Source: an optimization exercise on an open RTL-to-GDS flow (aim: small area). Production flows keep margins and buffers that such runs may drop.
Function was checked by simulation only, so behaviour that the tests miss may differ from the original.
Power figures rest on the tool's default switching activity, not on a simulated workload.

== alpha ==
// top
module top(
input btnL,
input btnR,
input rst,
input clk,
output [11:0] rgb,
output hsync,
output vsync
    );
export LEC_CHECK = 0
export ABC_AREA = 1
export CAP_MARGIN = 20
export CORE_MARGIN = 2
export CORE_UTILIZATION = 40
export CTS_BUF_LIST = sky130_fd_sc_hd__clkbuf_8
export SLEW_MARGIN = 20
create_clock -name core_clock -period 10.0 [get_ports {clk}]
standard.sh (not shown) runs the stock make flow with config.mk's settings and CLKGATE_MAP_FILE= SYNTH_SCRIPT=/design/flow/synth_recipe.tcl, a recipe that flattens the netlist after the stock synthesis.
==> flow/flow/run.sh <==
#!/bin/bash
# Own layout flow: the standard ORFS flow (standard.sh), with
#  - an area-oriented ABC mapping script (flow/abc_area.script) in place of
#    ORFS's, and no separate half/full-adder extraction before ABC,
#  - port buffers made of the smallest buffer,
#  - clock tree synthesis without dummy loads.
# The registers, their names and cell types are the standard synthesis's.
set -euo pipefail
W=$(pwd)
rm -rf "$W/scripts"
cp -r "$FLOW_HOME/scripts" "$W/scripts"
cp "$W/flow/abc_area.script" "$W/scripts/abc_area.script"
bash "$W/standard.sh" \
    SCRIPTS_DIR="$W/scripts" \
    ABC_AREA=1 \
    ADDER_MAP_FILE= \
    BUFFER_PORTS_ARGS="-buffer_cell sky130_fd_sc_hd__buf_1" \
    CTS_ARGS="-sink_clustering_enable -repair_clock_nets -buf_list sky130_fd_sc_hd__clkbuf_8 -dont_use_dummy_load -sink_clustering_size 30 -sink_clustering_max_diameter 100" \
    finish > "$W/orfs_make.log" 2>&1
==> flow/flow/abc_area.script <==
strash
dc2
dch
amap
topo
Relative to alpha, the following input files were edited for beta:
diff --git a/flow/flow/run.sh b/flow/flow/run.sh
--- a/flow/flow/run.sh
+++ b/flow/flow/run.sh
@@ -16,4 +16,4 @@
     ADDER_MAP_FILE= \
     BUFFER_PORTS_ARGS="-buffer_cell sky130_fd_sc_hd__buf_1" \
-    CTS_ARGS="-sink_clustering_enable -repair_clock_nets -buf_list sky130_fd_sc_hd__clkbuf_8 -dont_use_dummy_load -sink_clustering_size 30 -sink_clustering_max_diameter 100" \
+    CTS_ARGS="-sink_clustering_enable -repair_clock_nets -root_buf sky130_fd_sc_hd__clkbuf_8 -tree_buf sky130_fd_sc_hd__clkbuf_4 -buf_list sky130_fd_sc_hd__clkbuf_4 -dont_use_dummy_load" \
     finish > "$W/orfs_make.log" 2>&1
Results
- beta: full flow OK, the timing, DRC and antenna checks passed
- The sequential share of power on alpha is in line with that on beta.
- beta -> alpha: number of max-capacitance violations reported delta 0, exact match
- Per the comparison of beta with alpha, number of setup buffers added after CTS saw little to no change, flop-to-flop setup slack shows no meaningful change.
- Comparing alpha against beta, there is no change at all in number of sequential storage elements.

* * *

job 2029:
Starting RTL as in the previous note.
Design top, start of the top module:
module top(
input btnL,
input btnR,
input rst,
input clk,
output [11:0] rgb,
output hsync,
output vsync
    );
wire btnLsig, btnRsig;
wire [9:0] x_out;
wire [7:0] yq;
wire [1:0] yr;
wire slow_tick, vid_on;
Clockslow cs(.clk(clk), .rst(rst), .tick(slow_tick));
vga_controller vgacon(
    .clk_100MHz(clk), .reset(rst), .video_on(vid_on),
    .hsync(hsync), .vsync(vsync), .x(x_out), .yq(yq), .yr(yr));
debouncer d1(.btn(btnL), .clk(clk), .rst(rst), .en(slow_tick), .btnsig(btnLsig));
debouncer d0(.btn(btnR), .clk(clk), .rst(rst), .en(slow_tick), .btnsig(btnRsig));
displaycontrol dc(
    .clk_100MHz(clk), .btnL(btnLsig), .btnR(btnRsig), .rst(rst),
    .video_on(vid_on), .x(x_out), .yq(yq), .yr(yr), .rgb(rgb));
endmodule
==> flow/config.mk <==
export PLATFORM = sky130hd
export DESIGN_NAME = top
export DESIGN_NICKNAME = top
export VERILOG_FILES = /design/flow/design.v
export SDC_FILE = /design/flow/constraint.sdc
export NUM_CORES = 4
export LEC_CHECK = 0
export ABC_AREA = 1
export CAP_MARGIN = 20
export CORE_MARGIN = 2
export CORE_UTILIZATION = 40
export CTS_BUF_LIST = sky130_fd_sc_hd__clkbuf_8
export SLEW_MARGIN = 20
==> flow/constraint.sdc <==
create_clock -name core_clock -period 10.0 [get_ports {clk}]
set_input_delay 2.0000 -clock core_clock [delete_from_list [all_inputs] [get_ports {clk}]]
set_output_delay 2.0000 -clock core_clock [all_outputs]
set_load 0.01 [all_outputs]
==> flow/flow/run.sh <==
#!/bin/bash
# Own layout flow: the standard ORFS flow (standard.sh), with
#  - an area-oriented ABC mapping script (flow/abc_area.script) in place of
#    ORFS's, and no separate half/full-adder extraction before ABC,
#  - port buffers made of the smallest buffer,
#  - clock tree synthesis without dummy loads.
# The registers, their names and cell types are the standard synthesis's.
set -euo pipefail
W=$(pwd)
rm -rf "$W/scripts"
cp -r "$FLOW_HOME/scripts" "$W/scripts"
cp "$W/flow/abc_area.script" "$W/scripts/abc_area.script"
bash "$W/standard.sh" \
    SCRIPTS_DIR="$W/scripts" \
    ABC_AREA=1 \
    ADDER_MAP_FILE= \
    BUFFER_PORTS_ARGS="-buffer_cell sky130_fd_sc_hd__buf_1" \
    CTS_ARGS="-sink_clustering_enable -repair_clock_nets -root_buf sky130_fd_sc_hd__clkbuf_8 -buf_list sky130_fd_sc_hd__clkbuf_4 -dont_use_dummy_load" \
    finish > "$W/orfs_make.log" 2>&1
Scripts as last shown in full above: flow/flow/abc_area.script
Job 2029 | stages: all done | timing, DRC, antenna: all pass
## Diff of input files: job 1797 against job 2029
--- a/flow/flow/run.sh
+++ b/flow/flow/run.sh
@@ -16,4 +16,4 @@
     ADDER_MAP_FILE= \
     BUFFER_PORTS_ARGS="-buffer_cell sky130_fd_sc_hd__buf_1" \
-    CTS_ARGS="-sink_clustering_enable -repair_clock_nets -root_buf sky130_fd_sc_hd__clkbuf_8 -buf_list sky130_fd_sc_hd__clkbuf_4 -dont_use_dummy_load" \
+    CTS_ARGS="-sink_clustering_enable -repair_clock_nets -root_buf sky130_fd_sc_hd__clkbuf_16 -buf_list sky130_fd_sc_hd__clkbuf_2 -dont_use_dummy_load" \
     finish > "$W/orfs_make.log" 2>&1
## What came out
Job 1797 ended with every stage complete and zero timing, DRC or antenna violations.
Between job 1797 and job 2029, the difference in hold slack is negligible.
Job 1797 has more setup slack than job 2029.
On wire length reported by the detailed router, job 1797 and job 2029 are basically level.
Against job 2029 as the reference, job 1797 delivers a higher met1 layer usage reported by global route.
Per the comparison of job 1797 with job 2029, maximum frequency rose 0.47%; layout overhead on the synthesized area rose 2.1 points.

* * *

run E:
top again, from the RTL that the note above started with.
Settings: LEC_CHECK=0, ABC_AREA=1, CAP_MARGIN=20, CORE_MARGIN=2, CORE_UTILIZATION=40, CTS_BUF_LIST=sky130_fd_sc_hd__clkbuf_8, SLEW_MARGIN=20; clock period 10.0 ns.
==> flow/flow/run.sh <==
#!/bin/bash
# Own layout flow: the standard ORFS flow (standard.sh), with
#  - an area-oriented ABC mapping script (flow/abc_area.script) in place of
#    ORFS's, and no separate half/full-adder extraction before ABC,
#  - port buffers made of the smallest buffer,
#  - clock tree synthesis without dummy loads.
# The registers, their names and cell types are the standard synthesis's.
set -euo pipefail
W=$(pwd)
rm -rf "$W/scripts"
cp -r "$FLOW_HOME/scripts" "$W/scripts"
cp "$W/flow/abc_area.script" "$W/scripts/abc_area.script"
bash "$W/standard.sh" \
    SCRIPTS_DIR="$W/scripts" \
    ABC_AREA=1 \
    ADDER_MAP_FILE= \
    BUFFER_PORTS_ARGS="-buffer_cell sky130_fd_sc_hd__buf_1" \
    CTS_ARGS="-sink_clustering_enable -repair_clock_nets -buf_list {sky130_fd_sc_hd__clkbuf_4 sky130_fd_sc_hd__clkbuf_8} -dont_use_dummy_load -sink_clustering_size 15" \
    finish > "$W/orfs_make.log" 2>&1
Scripts as last shown in full above: flow/flow/abc_area.script
Run E completed every stage of the flow, and the final layout passed the timing, DRC and antenna checks.
> inputs changed (run E -> run B)
-- flow/flow/run.sh --
<<< run E, line 17
    BUFFER_PORTS_ARGS="-buffer_cell sky130_fd_sc_hd__buf_1" \
    CTS_ARGS="-sink_clustering_enable -repair_clock_nets -buf_list {sky130_fd_sc_hd__clkbuf_4 sky130_fd_sc_hd__clkbuf_8} -dont_use_dummy_load -sink_clustering_size 15" \
    finish > "$W/orfs_make.log" 2>&1
>>> run B, line 17
    BUFFER_PORTS_ARGS="-buffer_cell sky130_fd_sc_hd__buf_1" \
    CTS_ARGS="-sink_clustering_enable -repair_clock_nets -buf_list sky130_fd_sc_hd__clkbuf_8 -dont_use_dummy_load" \
    finish > "$W/orfs_make.log" 2>&1
### Flow results
Run B finished every step from synthesis to the final layout, and the layout passed the timing, DRC and antenna checks.
Per the comparison of run B with run E, total net switching power saw little to no change; worst hold slack saw little to no change; share of synthesized flip-flops with an asynchronous set or reset now sits at about the same level; post-synthesis share of cell area spent on xor and xnor gates about even.
Simple-gate portion of the synthesized area came out exactly the same in run E and run B.

what the ideal ports hide:
No port has a modelled driver above. Below, the same layouts with a new extraction and two added sets of constraints.
Step 1 sets driving cells, clkbuf_16 on the clock port and buf_2 on the other inputs (assumed; they add their load-dependent delay and slew).
Step 2 times the ports against the registers' clock, not the clock port: input delays grow and output delays shrink by t, the midpoint of the rising clock arrivals with the driver on.
Slacks: ideal ports / drivers / drivers and shift; pairs: ideal ports / drivers.
| run | t, ns | setup slack, ns | worst hold slack (ns) | worst setup path after step 2 | cell pins on the clock port's net |
|---|---|---|---|---|---|
| alpha | 0.403 | 5.846 / 5.812 / 6.215 | 0.372 / 0.372 / 0.372 | register to output | 1 |
| beta | 0.403 | 5.846 / 5.812 / 6.215 | 0.372 / 0.372 / 0.372 | register to output | 1 |
| job 2029 | 0.403 | 5.846 / 5.812 / 6.215 | 0.372 / 0.372 / 0.372 | register to output | 1 |
| job 1797 | 0.379 | 5.865 / 5.826 / 6.205 | 0.369 / 0.369 / 0.369 | register to output | 1 |
| run E | 0.403 | 5.846 / 5.812 / 6.215 | 0.372 / 0.372 / 0.372 | register to output | 1 |
| run B | 0.403 | 5.846 / 5.812 / 6.215 | 0.372 / 0.372 / 0.372 | register to output | 1 |
After both steps every run listed still meets setup and hold.
